Background: an optimization exercise with open tools, aiming at small area. Do not read the settings as production practice. The RTL was checked by simulation tests, not by an equivalence proof against the original design. Power and IR drop assume default switching activity.

==> inputs of garnet <==
// Systolic_Array_with_Controller
module Systolic_Array_with_Controller(init,clk,A0,A1,A2,A3,A4,B0,B1,B2,B3,B4,
  A0_out,A1_out,A2_out,A3_out,A4_out,B0_out,B1_out,B2_out,B3_out,B4_out);
Settings: LEC_CHECK=0, CAP_MARGIN=20, CORE_MARGIN=2, CORE_UTILIZATION=60, SLEW_MARGIN=20, SYNTH_HIERARCHICAL=1, SYNTH_MINIMUM_KEEP_SIZE=0; clock period 10.0 ns.
standard.sh (not shown) runs the stock make flow with config.mk's settings and CLKGATE_MAP_FILE= SYNTH_SCRIPT=/design/flow/synth_recipe.tcl, a recipe that flattens the netlist after the stock synthesis.
==> flow/flow/run.sh <==
#!/bin/bash
set -euo pipefail
W=$(pwd)
R=$W/orfs/results/${FLOW_PLATFORM}/Systolic_Array_with_Controller/base
LIB=$FLOW_HOME/platforms/${FLOW_PLATFORM}/lib/sky130_fd_sc_hd__tt_025C_1v80.lib
YOSYS=$FLOW_HOME/../tools/install/yosys/bin/yosys
export BUFFER_PORTS_ARGS="-buffer_cell sky130_fd_sc_hd__buf_1"
export CTS_ARGS="-sink_clustering_enable -repair_clock_nets -dont_use_dummy_load -buf_list sky130_fd_sc_hd__clkbuf_8 -sink_clustering_size 12 -sink_clustering_max_diameter 60"
bash standard.sh synth > "$W/log_synth.txt" 2>&1
cp "$R/1_2_yosys.v" "$W/net_standard.v"
if python3 "$W/flow/polopt.py" "$W/net_standard.v" "$W/net_polopt.v" > "$W/log_polopt.txt" 2>&1 &&
   sed -e "s#LIB#$LIB#g" -e "s#IN#$W/net_polopt.v#" -e "s#OUT#$W/net_remap.v#" \
       -e "s#TOP#$FLOW_TOP#g" -e "s#ABCSCRIPT#$W/flow/amap.abc#" "$W/flow/remap.ys" > "$W/remap_run.ys" &&
   "$YOSYS" -s "$W/remap_run.ys" > "$W/log_remap.txt" 2>&1 &&
   python3 "$W/flow/check.py" "$W/net_standard.v" "$W/net_remap.v" "$LIB" > "$W/log_check.txt" 2>&1; then
  cp "$W/net_remap.v" "$R/1_2_yosys.v"
  touch "$R/1_2_yosys.v"
fi
bash standard.sh finish > "$W/log_layout.txt" 2>&1
==> flow/flow/amap.abc <==
strash
dch
amap
strash
dch
amap
==> flow/flow/check.py <==
#!/usr/bin/env python3
"""check.py standard.v candidate.v lib: exit 1 unless the candidate netlist uses only
library cells (none lpflow/probe) and holds exactly the standard netlist's flip-flops
(same instance names and cell types)."""
import re
import sys

inst = re.compile(r"^[ \t]*([A-Za-z_$\\][\w$]*)[ \t]+(\\\S+|[\w$]+)[ \t]*\(", re.M)


def cells(path):
    text = open(path).read()
    body = text[text.index(");") + 2:]
    out = []
    for m in inst.finditer(body):
        t, n = m.group(1), m.group(2)
        if t in ("wire", "input", "output", "assign", "module", "endmodule", "reg"):
            continue
        out.append((t, n))
    return out


std, cand, lib = sys.argv[1:4]
libcells = set(re.findall(r"cell\s*\(\s*\"?(\w+)\"?\s*\)", open(lib).read()))
c = cells(cand)
if re.search(r"^\s*\\\$|#\(", open(cand).read(), re.M):
    sys.exit("check: internal or parameterized cells left")
bad = [t for t, n in c if t not in libcells or "lpflow" in t or "probe" in t]
if bad:
    sys.exit(f"check: unexpected cells {sorted(set(bad))[:10]}")
ff = lambda cs: sorted((n, t) for t, n in cs if "df" in t or "dl" in t)
if ff(cells(std)) != ff(c):
    sys.exit("check: flip-flops differ from the standard synthesis")
print(f"check: ok, {len(c)} cells, {len(ff(c))} flip-flops")
==> flow/flow/remap.ys <==
# Re-map the logic around the full adders and flip-flops (kept as they are)
# after polopt.py has fixed the adders' polarities, so inverters fold into other gates.
read_liberty -ignore_miss_func LIB
read_verilog -sv IN
hierarchy -top TOP
setattr -mod -set keep_hierarchy 1 sky130_fd_sc_hd__fa_1 sky130_fd_sc_hd__dfxtp_1
flatten
rename -hide w:*.*
opt_clean -purge
abc -liberty LIB -dont_use *lpflow* -dont_use *probe* -dont_use *clk* -script ABCSCRIPT
opt_clean -purge
splitnets
opt_clean -purge
insbuf -buf sky130_fd_sc_hd__buf_1 A X
opt_clean -purge
select -module TOP
write_verilog -noattr -noexpr -selected OUT
Other scripts of this flow, unchanged in this note and not shown: flow/flow/polopt.py
==> sierra (differences from garnet) <==
==> flow/flow/run.sh (replaced) <==
#!/bin/bash
set -euo pipefail
W=$(pwd)
R=$W/orfs/results/${FLOW_PLATFORM}/Systolic_Array_with_Controller/base
LIB=$FLOW_HOME/platforms/${FLOW_PLATFORM}/lib/sky130_fd_sc_hd__tt_025C_1v80.lib
YOSYS=$FLOW_HOME/../tools/install/yosys/bin/yosys
export BUFFER_PORTS_ARGS="-buffer_cell sky130_fd_sc_hd__buf_1"
export CTS_ARGS="-sink_clustering_enable -repair_clock_nets -dont_use_dummy_load -buf_list sky130_fd_sc_hd__clkbuf_16 -sink_clustering_size 30 -sink_clustering_max_diameter 120"
bash standard.sh synth > "$W/log_synth.txt" 2>&1
cp "$R/1_2_yosys.v" "$W/net_standard.v"
python3 "$W/flow/polopt.py" "$W/net_standard.v" "$W/net_polopt.v" > "$W/log_polopt.txt" 2>&1
sed -e "s#LIB#$LIB#g" -e "s#IN#$W/net_polopt.v#" -e "s#OUT#$W/net_remap.v#" \
    -e "s#TOP#$FLOW_TOP#g" -e "s#ABCSCRIPT#$W/flow/amap.abc#" "$W/flow/remap.ys" > "$W/remap_run.ys"
"$YOSYS" -s "$W/remap_run.ys" > "$W/log_remap.txt" 2>&1
cp "$W/net_remap.v" "$R/1_2_yosys.v"
touch "$R/1_2_yosys.v"
bash standard.sh finish > "$W/log_layout.txt" 2>&1
==> flow/flow/amap.abc (replaced) <==
strash
dch
amap
--- a/flow/flow/remap.ys
+++ b/flow/flow/remap.ys
@@ -1,2 +1,2 @@
-# Re-map the logic around the full adders and flip-flops (kept as they are)
+# Re-map the logic around the full adders, half adders and flip-flops (kept as they are)
 # after polopt.py has fixed the adders' polarities, so inverters fold into other gates.
@@ -5,3 +5,3 @@
 hierarchy -top TOP
-setattr -mod -set keep_hierarchy 1 sky130_fd_sc_hd__fa_1 sky130_fd_sc_hd__dfxtp_1
+setattr -mod -set keep_hierarchy 1 sky130_fd_sc_hd__fa_1 sky130_fd_sc_hd__ha_1 sky130_fd_sc_hd__dfxtp_1
 flatten
--- a/flow/config.mk
+++ b/flow/config.mk
@@ -7,6 +7,6 @@
 export LEC_CHECK = 0
-export CAP_MARGIN = 20
+export CAP_MARGIN = 0
 export CORE_MARGIN = 2
 export CORE_UTILIZATION = 60
-export SLEW_MARGIN = 20
+export SLEW_MARGIN = 0
 export SYNTH_HIERARCHICAL = 1
removed: flow/flow/check.py
==> tundra (differences from garnet) <==
==> flow/flow/run.sh (replaced) <==
#!/bin/bash
set -euo pipefail
W=$(pwd)
R=$W/orfs/results/${FLOW_PLATFORM}/Systolic_Array_with_Controller/base
LIB=$FLOW_HOME/platforms/${FLOW_PLATFORM}/lib/sky130_fd_sc_hd__tt_025C_1v80.lib
YOSYS=$FLOW_HOME/../tools/install/yosys/bin/yosys
export BUFFER_PORTS_ARGS="-buffer_cell sky130_fd_sc_hd__buf_1"
export CTS_ARGS="-sink_clustering_enable -repair_clock_nets -dont_use_dummy_load -buf_list sky130_fd_sc_hd__clkbuf_8 -sink_clustering_size 12 -sink_clustering_max_diameter 60"
bash standard.sh synth > "$W/log_synth.txt" 2>&1
cp "$R/1_2_yosys.v" "$W/net_standard.v"
python3 "$W/flow/polopt.py" "$W/net_standard.v" "$W/net_polopt.v" > "$W/log_polopt.txt" 2>&1
sed -e "s#LIB#$LIB#g" -e "s#IN#$W/net_polopt.v#" -e "s#OUT#$W/net_remap.v#" \
    -e "s#TOP#$FLOW_TOP#g" -e "s#ABCSCRIPT#$W/flow/amap.abc#" "$W/flow/remap.ys" > "$W/remap_run.ys"
"$YOSYS" -s "$W/remap_run.ys" > "$W/log_remap.txt" 2>&1
cp "$W/net_remap.v" "$R/1_2_yosys.v"
touch "$R/1_2_yosys.v"
bash standard.sh finish > "$W/log_layout.txt" 2>&1
==> flow/flow/amap.abc (replaced) <==
strash
dch
amap
--- a/flow/flow/remap.ys
+++ b/flow/flow/remap.ys
@@ -1,2 +1,2 @@
-# Re-map the logic around the full adders and flip-flops (kept as they are)
+# Re-map the logic around the full adders, half adders and flip-flops (kept as they are)
 # after polopt.py has fixed the adders' polarities, so inverters fold into other gates.
@@ -5,3 +5,3 @@
 hierarchy -top TOP
-setattr -mod -set keep_hierarchy 1 sky130_fd_sc_hd__fa_1 sky130_fd_sc_hd__dfxtp_1
+setattr -mod -set keep_hierarchy 1 sky130_fd_sc_hd__fa_1 sky130_fd_sc_hd__ha_1 sky130_fd_sc_hd__dfxtp_1
 flatten
removed: flow/flow/check.py
==> notes.md <==
total global-route track usage 40.9%; Die Height 413 µm; outcome finished clean; Area growth syn-to-layout 8.08%; # clk buffers 146; fin crit period 9510 ps; first-pass GRT wire length 535 mm; sequential group share of total power 17.6%; multi-input gates 9857; CP max stage delay 480 ps; worst vdd rail ir drop 322 µV; combinational share of power 74.3%; # H-tree levels 4; crit path to accn[239]; diodes inserted 12
the above is filed under garnet

==> notes.md <==
outcome finished clean; crit path to accn[223]; sequential group share of total power 16.2%; worst vdd rail ir drop 1160 µV; CP max stage delay 470 ps; diodes inserted 1; multi-input gates 9599; total global-route track usage 36.3%; combinational share of power 77.4%; Area growth syn-to-layout 7.13%; fin crit period 9390 ps; first-pass GRT wire length 497 mm; Via Count 92500
the above is filed under sierra

==> notes.md <==
outcome finished clean; multi-input gates 9599; Die Height 416 µm; via density per instance 6.33; # H-tree levels 4; worst vdd rail ir drop 1120 µV; routed wl met2 150 mm; combinational share of power 76.4%; sequential group share of total power 16.0%; first-pass GRT wire length 498 mm; fin crit period 9330 ps; crit path to accn[63]; diodes inserted 8; total global-route track usage 36.5%
the above is filed under tundra


========
==> run E <==
Another version of the RTL of Systolic_Array_with_Controller (not shown whole).
clock: 10.0 ns
lec_check: 0
cap_margin: 20
core_margin: 2
core_utilization: 40
slew_margin: 20
run.sh (not shown) runs the stock make flow with config.mk's settings and CLKGATE_MAP_FILE= SYNTH_SCRIPT=/design/flow/synth_recipe.tcl, a recipe that flattens the netlist after the stock synthesis.
Stock flow here: none of the scripts above is used.
==> run Z: changes against run E <==
--- a/flow/config.mk
+++ b/flow/config.mk
@@ -9,3 +9,4 @@
 export CORE_MARGIN = 2
 export CORE_UTILIZATION = 40
+export CTS_BUF_LIST = sky130_fd_sc_hd__clkbuf_4
 export SLEW_MARGIN = 20
==> summary of the runs <==
Of run Z and run E, run E has the higher clock power (gap about 17%, measured against run E). Non-clock buffer count is the same in run E and run Z. Area after synthesis is the same in run Z and run E. Between run Z and run E, the lower clock-buffer cell count is in run E (gap 285). Of run Z and run E, run Z has the higher cell count (gap 2.2%, measured against run E).

-- afterwards: timing with drivers on the ports --
The flow's constraints put no driver on any port. The routed layouts listed below were extracted and timed again, unchanged, in two steps.
Step 1 (the two cells are an assumption about what drives the block):
set clk [get_ports {clk}]
set_driving_cell -lib_cell sky130_fd_sc_hd__clkbuf_16 $clk
set_driving_cell -lib_cell sky130_fd_sc_hd__buf_2 [delete_from_list [all_inputs] $clk]
Step 2 times the ports against the registers' clock, not the clock port: input delays grow and output delays shrink by t, the midpoint of the rising clock arrivals with the driver on.
a / b / c = ideal ports / drivers / drivers and shift; a / b = the first two.
run | t, ns | setup WS [ns] | worst hold slack (ns) | clock arrival spread, ns | worst register clock-pin slew, ns
garnet | 1.013 | 0.491 / 0.491 / 0.491 | 0.348 / 0.348 / 0.348 | 0.116 / 0.116 | 0.09 / 0.09
sierra | 0.826 | 0.612 / 0.612 / 0.612 | 0.355 / 0.355 / 0.355 | 0.063 / 0.063 | 0.12 / 0.12
tundra | 0.979 | 0.668 / 0.668 / 0.668 | 0.332 / 0.332 / 0.332 | 0.096 / 0.095 | 0.09 / 0.09
run E | 0.926 | 1.227 / 1.227 / 1.227 | 0.378 / 0.378 / 0.378 | 0.062 / 0.062 | 0.07 / 0.07
run Z | 1.401 | 1.248 / 1.248 / 1.248 | 0.325 / 0.325 / 0.325 | 0.126 / 0.126 | 0.09 / 0.09
After both steps every run listed still meets setup and hold.
